Context: an optimization exercise on an open-source flow, tuned for small area and a short achievable clock period. The choices shown serve that exercise and are no tape-out recipe.
In this exercise RTL edits were held to simulation tests only and were not proved equivalent to the original.
Power figures rest on the tool's default switching activity, not on a simulated workload.

red:
==> flow/design.v <==
module pipe_stage #(parameter W = 1, parameter EN = 1) (
    input clock,
    input [W-1:0] d,
    output [W-1:0] q
);
    generate if (EN) begin : g_reg
        reg [W-1:0] r;
        always @(posedge clock) r <= d;
        assign q = r;
    end else begin : g_wire
        assign q = d;
    end endgenerate
endmodule
module valid_stage #(parameter EN = 1) (
    input clock,
    input reset,
    input d,
    output q
);
    generate if (EN) begin : g_reg
        reg r;
        always @(posedge clock or posedge reset)
            if (reset) r <= 1'b0;
            else       r <= d;
        assign q = r;
    end else begin : g_wire
        assign q = d;
    end endgenerate
endmodule
module fp_adder_16_bit (
    input clock,
    input reset,
    input in_valid,
    input [15:0] operand_a,
    input [15:0] operand_b,
    input final_operation,
    output reg out_valid,
    output reg [15:0] result,
    output reg overflow_flag,
    output reg underflow_flag,
    output reg zero_flag,
    output reg infinity_flag,
    output reg NaN_flag
);
    localparam S1 = 1;    
    localparam S2 = 1;    
    localparam S3 = 1;    
    localparam S4 = 1;    
    wire        sa = operand_a[15], sb = operand_b[15];
    wire [4:0]  ea = operand_a[14:10], eb = operand_b[14:10];
    wire [9:0]  fa = operand_a[9:0],  fb = operand_b[9:0];
    wire        ha = |fa, hb = |fb;
    wire ea_max = &ea, eb_max = &eb;
    wire zero_c = ~ha & ~hb;
    wire inf_c  = (ea_max & ~ha) | (eb_max & ~hb);
    wire nan_c  = (ea_max & ha) | (eb_max & hb);
    wire [5:0]  ediff = {1'b0, ea} - {1'b0, eb};      
    wire        e_lt  = ediff[5];
    wire        e_eq  = (ea == eb);
    wire        f_lt  = (fa < fb);
    wire [4:0]  bexp  = e_lt ? eb : ea;
    wire        flush = e_lt | (ediff[4:0] > 5'd11);
    wire [3:0]  sh    = ediff[3:0];
    wire        op    = final_operation ^ sa ^ sb;
    wire [9:0]  fa_1, fb_1;
    wire        ha_1, hb_1, sa_1, sb_1, e_lt_1, e_eq_1, f_lt_1;
    wire [4:0]  bexp_1;
    wire [3:0]  sh_1;
    wire        flush_1, op_1, fop_1, zero_1, inf_1, nan_1, v_1;
    pipe_stage #(.W(42), .EN(S1)) r1 (clock,
        {fa, fb, ha, hb, sa, sb, e_lt, e_eq, f_lt, bexp, sh, flush, op, final_operation, zero_c, inf_c, nan_c},
        {fa_1, fb_1, ha_1, hb_1, sa_1, sb_1, e_lt_1, e_eq_1, f_lt_1, bexp_1, sh_1, flush_1, op_1, fop_1, zero_1, inf_1, nan_1});
    valid_stage #(.EN(S1)) rv1 (clock, reset, in_valid, v_1);
    wire [10:0] ma_1  = {ha_1, fa_1}, mb_1 = {hb_1, fb_1};
    wire        bsel  = e_eq_1 ? f_lt_1 : e_lt_1;
    wire        sign_1 = bsel ? sb_1 : sa_1;
    wire [10:0] big_1 = bsel ? mb_1 : ma_1;
    wire [13:0] lx    = {mb_1, 3'b000};
    wire [13:0] shx   = lx >> sh_1;
    wire [13:0] smask = ~(14'h3fff << (sh_1 + 4'd2));    
    wire        stk   = |(lx & smask);
    wire        fstk  = e_lt_1 ? ha_1 : hb_1;
    wire [13:0] al    = flush_1 ? {13'd0, fstk} :
                        (e_eq_1 & f_lt_1) ? {ma_1, 3'b000} : {shx[13:1], stk};
    wire [10:0] big_2;
    wire [13:0] al_2;
    wire [4:0]  bexp_2;
    wire        sign_2, op_2, fop_2, zero_2, inf_2, nan_2, v_2;
    pipe_stage #(.W(36), .EN(S2)) r2 (clock,
        {big_1, al, bexp_1, sign_1, op_1, fop_1, zero_1, inf_1, nan_1},
        {big_2, al_2, bexp_2, sign_2, op_2, fop_2, zero_2, inf_2, nan_2});
    valid_stage #(.EN(S2)) rv2 (clock, reset, v_1, v_2);
    wire [14:0] s3  = {1'b0, big_2, 3'b000} + {1'b0, al_2 ^ {14{op_2}}} + {14'd0, op_2};
    wire        as_ = s3[14] & ~op_2 & ~fop_2;    
    wire [13:0] R   = s3[13:0];
    wire [13:0] R_3;
    wire [4:0]  bexp_3;
    wire        as_3, sign_3, zero_3, inf_3, nan_3, v_3;
    pipe_stage #(.W(24), .EN(S3)) r3 (clock,
        {R, as_, bexp_2, sign_2, zero_2, inf_2, nan_2},
        {R_3, as_3, bexp_3, sign_3, zero_3, inf_3, nan_3});
    valid_stage #(.EN(S3)) rv3 (clock, reset, v_2, v_3);
    reg  [3:0]  lz;
    integer i;
    always @(*) begin
        lz = 4'd0;
        for (i = 0; i < 14; i = i + 1)
            if (R_3[i]) lz = 4'd13 - i;
    end
    wire [12:0] nm = as_3 ? R_3[13:1] : (R_3[12:0] << lz);
    wire [12:0] nm_4;
    wire [3:0]  lz_4;
    wire [4:0]  bexp_4;
    wire        as_4, sign_4, zero_4, inf_4, nan_4, v_4;
    pipe_stage #(.W(27), .EN(S4)) r4 (clock,
        {nm, lz, bexp_3, as_3, sign_3, zero_3, inf_3, nan_3},
        {nm_4, lz_4, bexp_4, as_4, sign_4, zero_4, inf_4, nan_4});
    valid_stage #(.EN(S4)) rv4 (clock, reset, v_3, v_4);
    wire [4:0]  ne0 = as_4 ? bexp_4 + 5'd1 : bexp_4 - {1'b0, lz_4};
    wire [4:0]  ne1 = ne0 + 5'd1;
    wire [9:0]  M   = nm_4[12:3];
    wire        inc = nm_4[2] & (nm_4[1] | nm_4[0] | nm_4[3]);
    wire [9:0]  pre;
    genvar k;
    generate for (k = 0; k < 10; k = k + 1) begin : g_pre
        if (k == 0) begin : g0
            assign pre[k] = 1'b1;
        end else begin : gk
            assign pre[k] = &M[k-1:0];
        end
    end endgenerate
    wire [9:0]  mr  = M ^ (pre & {10{inc}});
    wire        m_all1 = &M;
    wire        m_zero = ~|M;
    wire        m_1ff  = (M == 10'h1ff);
    wire        m_200  = (M == 10'h200);
    wire        wr  = inc ? m_1ff : m_200;           
    wire        mrz = inc ? m_all1 : m_zero;         
    wire        ovf = wr ? (ne0 == 5'd30) : (ne0 == 5'd31);
    wire        unf = (ne0 == 5'd0) & mrz;
    wire [4:0]  ex  = wr ? ne1 : ne0;
    wire [9:0]  mo  = ovf ? 10'd0 : wr ? 10'd1 : mr;
    wire [4:0]  xo  = (inf_4 | nan_4) ? 5'h1f : ex;
    wire [9:0]  fo  = inf_4 ? 10'd0 : nan_4 ? 10'h3ff : mo;
    always @(posedge clock) begin
        result         <= {sign_4, xo, fo};
        overflow_flag  <= ovf;
        underflow_flag <= unf;
        zero_flag      <= zero_4;
        infinity_flag  <= inf_4;
        NaN_flag       <= nan_4;
    end
    always @(posedge clock or posedge reset)
        if (reset) out_valid <= 1'b0;
        else       out_valid <= v_4;
endmodule
clock: 3.5 ns
lec_check: 0
cap_margin: 20
core_margin: 2
core_utilization: 40
setup_slack_margin: 1.0
slew_margin: 20
standard.sh (not shown) runs the stock make flow with config.mk's settings and CLKGATE_MAP_FILE= SYNTH_SCRIPT=/design/flow/synth_recipe.tcl, a recipe that flattens the netlist after the stock synthesis.
==> flow/flow/run.sh <==
#!/bin/bash
# Standard ORFS layout, with synthesis run without full/half-adder cell
# extraction (ADDER_MAP_FILE empty), so ABC maps the arithmetic as plain
# logic. Registers, their names and cell types are the standard synthesis's.
set -euo pipefail
bash standard.sh ADDER_MAP_FILE= finish > "$PWD/flow_make.log" 2>&1
Relative to red, the following input files were edited for blue:
- setting CTS_CLUSTER_SIZE to 40 for the first time
- setting CTS_BUF_LIST to sky130_fd_sc_hd__clkbuf_8 for the first time
==> flow/run.sh (new file) <==
#!/bin/bash
# synth_recipe.tcl (not shown) runs the flow's synth.tcl, then flattens the netlist and writes it again
# the make line also repeats each setting of config.mk as NAME=value (left out here)
make -C /OpenROAD-flow-scripts/flow DESIGN_CONFIG=/design/flow/config.mk WORK_HOME=/design/flow/orfs CLKGATE_MAP_FILE= SYNTH_SCRIPT=/design/flow/synth_recipe.tcl finish
removed: flow/flow/run.sh
removed: flow/standard.sh
==> run notes <==
blue went all the way through synthesis, placement and routing and the layout is clean on timing, DRC and antenna.
Comparing number of global-route vias before repair for blue and red, the smaller number came from blue.
In the tables for blue and red, share of total power in combinational logic reads lower with red.
In the metrics for blue and red, the one carrying the higher number of multi-input combinational cells is red.
The cell with the biggest individual delay on the critical path comes out sky130_fd_sc_hd__or4_1 in one run and sky130_fd_sc_hd__maj3_2 in the other, namely in blue and red respectively.
blue against red: cell area power density rose 5.1%; xor/xnor cell area share of the yosys netlist shows a reduction of 2.0 points.
blue reports its kind of critical path as flip-flop to flip-flop while red reports primary input to flip-flop.
Overall power after layout: blue higher than red
NOTE: static leakage in blue exceeds that of red
On clock latency on the worst-skew pair, the lower figure sits with red, not blue.

## separate check: timing with driven ports
The flow's constraints put no driver on any port. The routed layouts listed below were extracted and timed again, unchanged, in two steps.
Step 1 (the two cells are an assumption about what drives the block):
set clk [get_ports {clock}]
set_driving_cell -lib_cell sky130_fd_sc_hd__clkbuf_16 $clk
set_driving_cell -lib_cell sky130_fd_sc_hd__buf_2 [delete_from_list [all_inputs] $clk]
Step 2 times the ports against the registers' clock, not the clock port: input delays grow and output delays shrink by t, the midpoint of the rising clock arrivals with the driver on.
Three values: ideal ports, drivers, drivers and shift; two values: the first two.
run | t (ns) | slack for setup (ns) | worst hold slack (ns)
red | 0.461 | 0.709 / 0.721 / 0.260 | 0.323 / 0.323 / 0.323
blue | 0.474 | 1.060 / 1.060 / 0.680 | 0.327 / 0.327 / 0.327
After both steps every run listed still meets setup and hold. For red, which loses most, drivers alone change the setup slack by +0.012 ns; drivers and shift together by -0.449 ns.
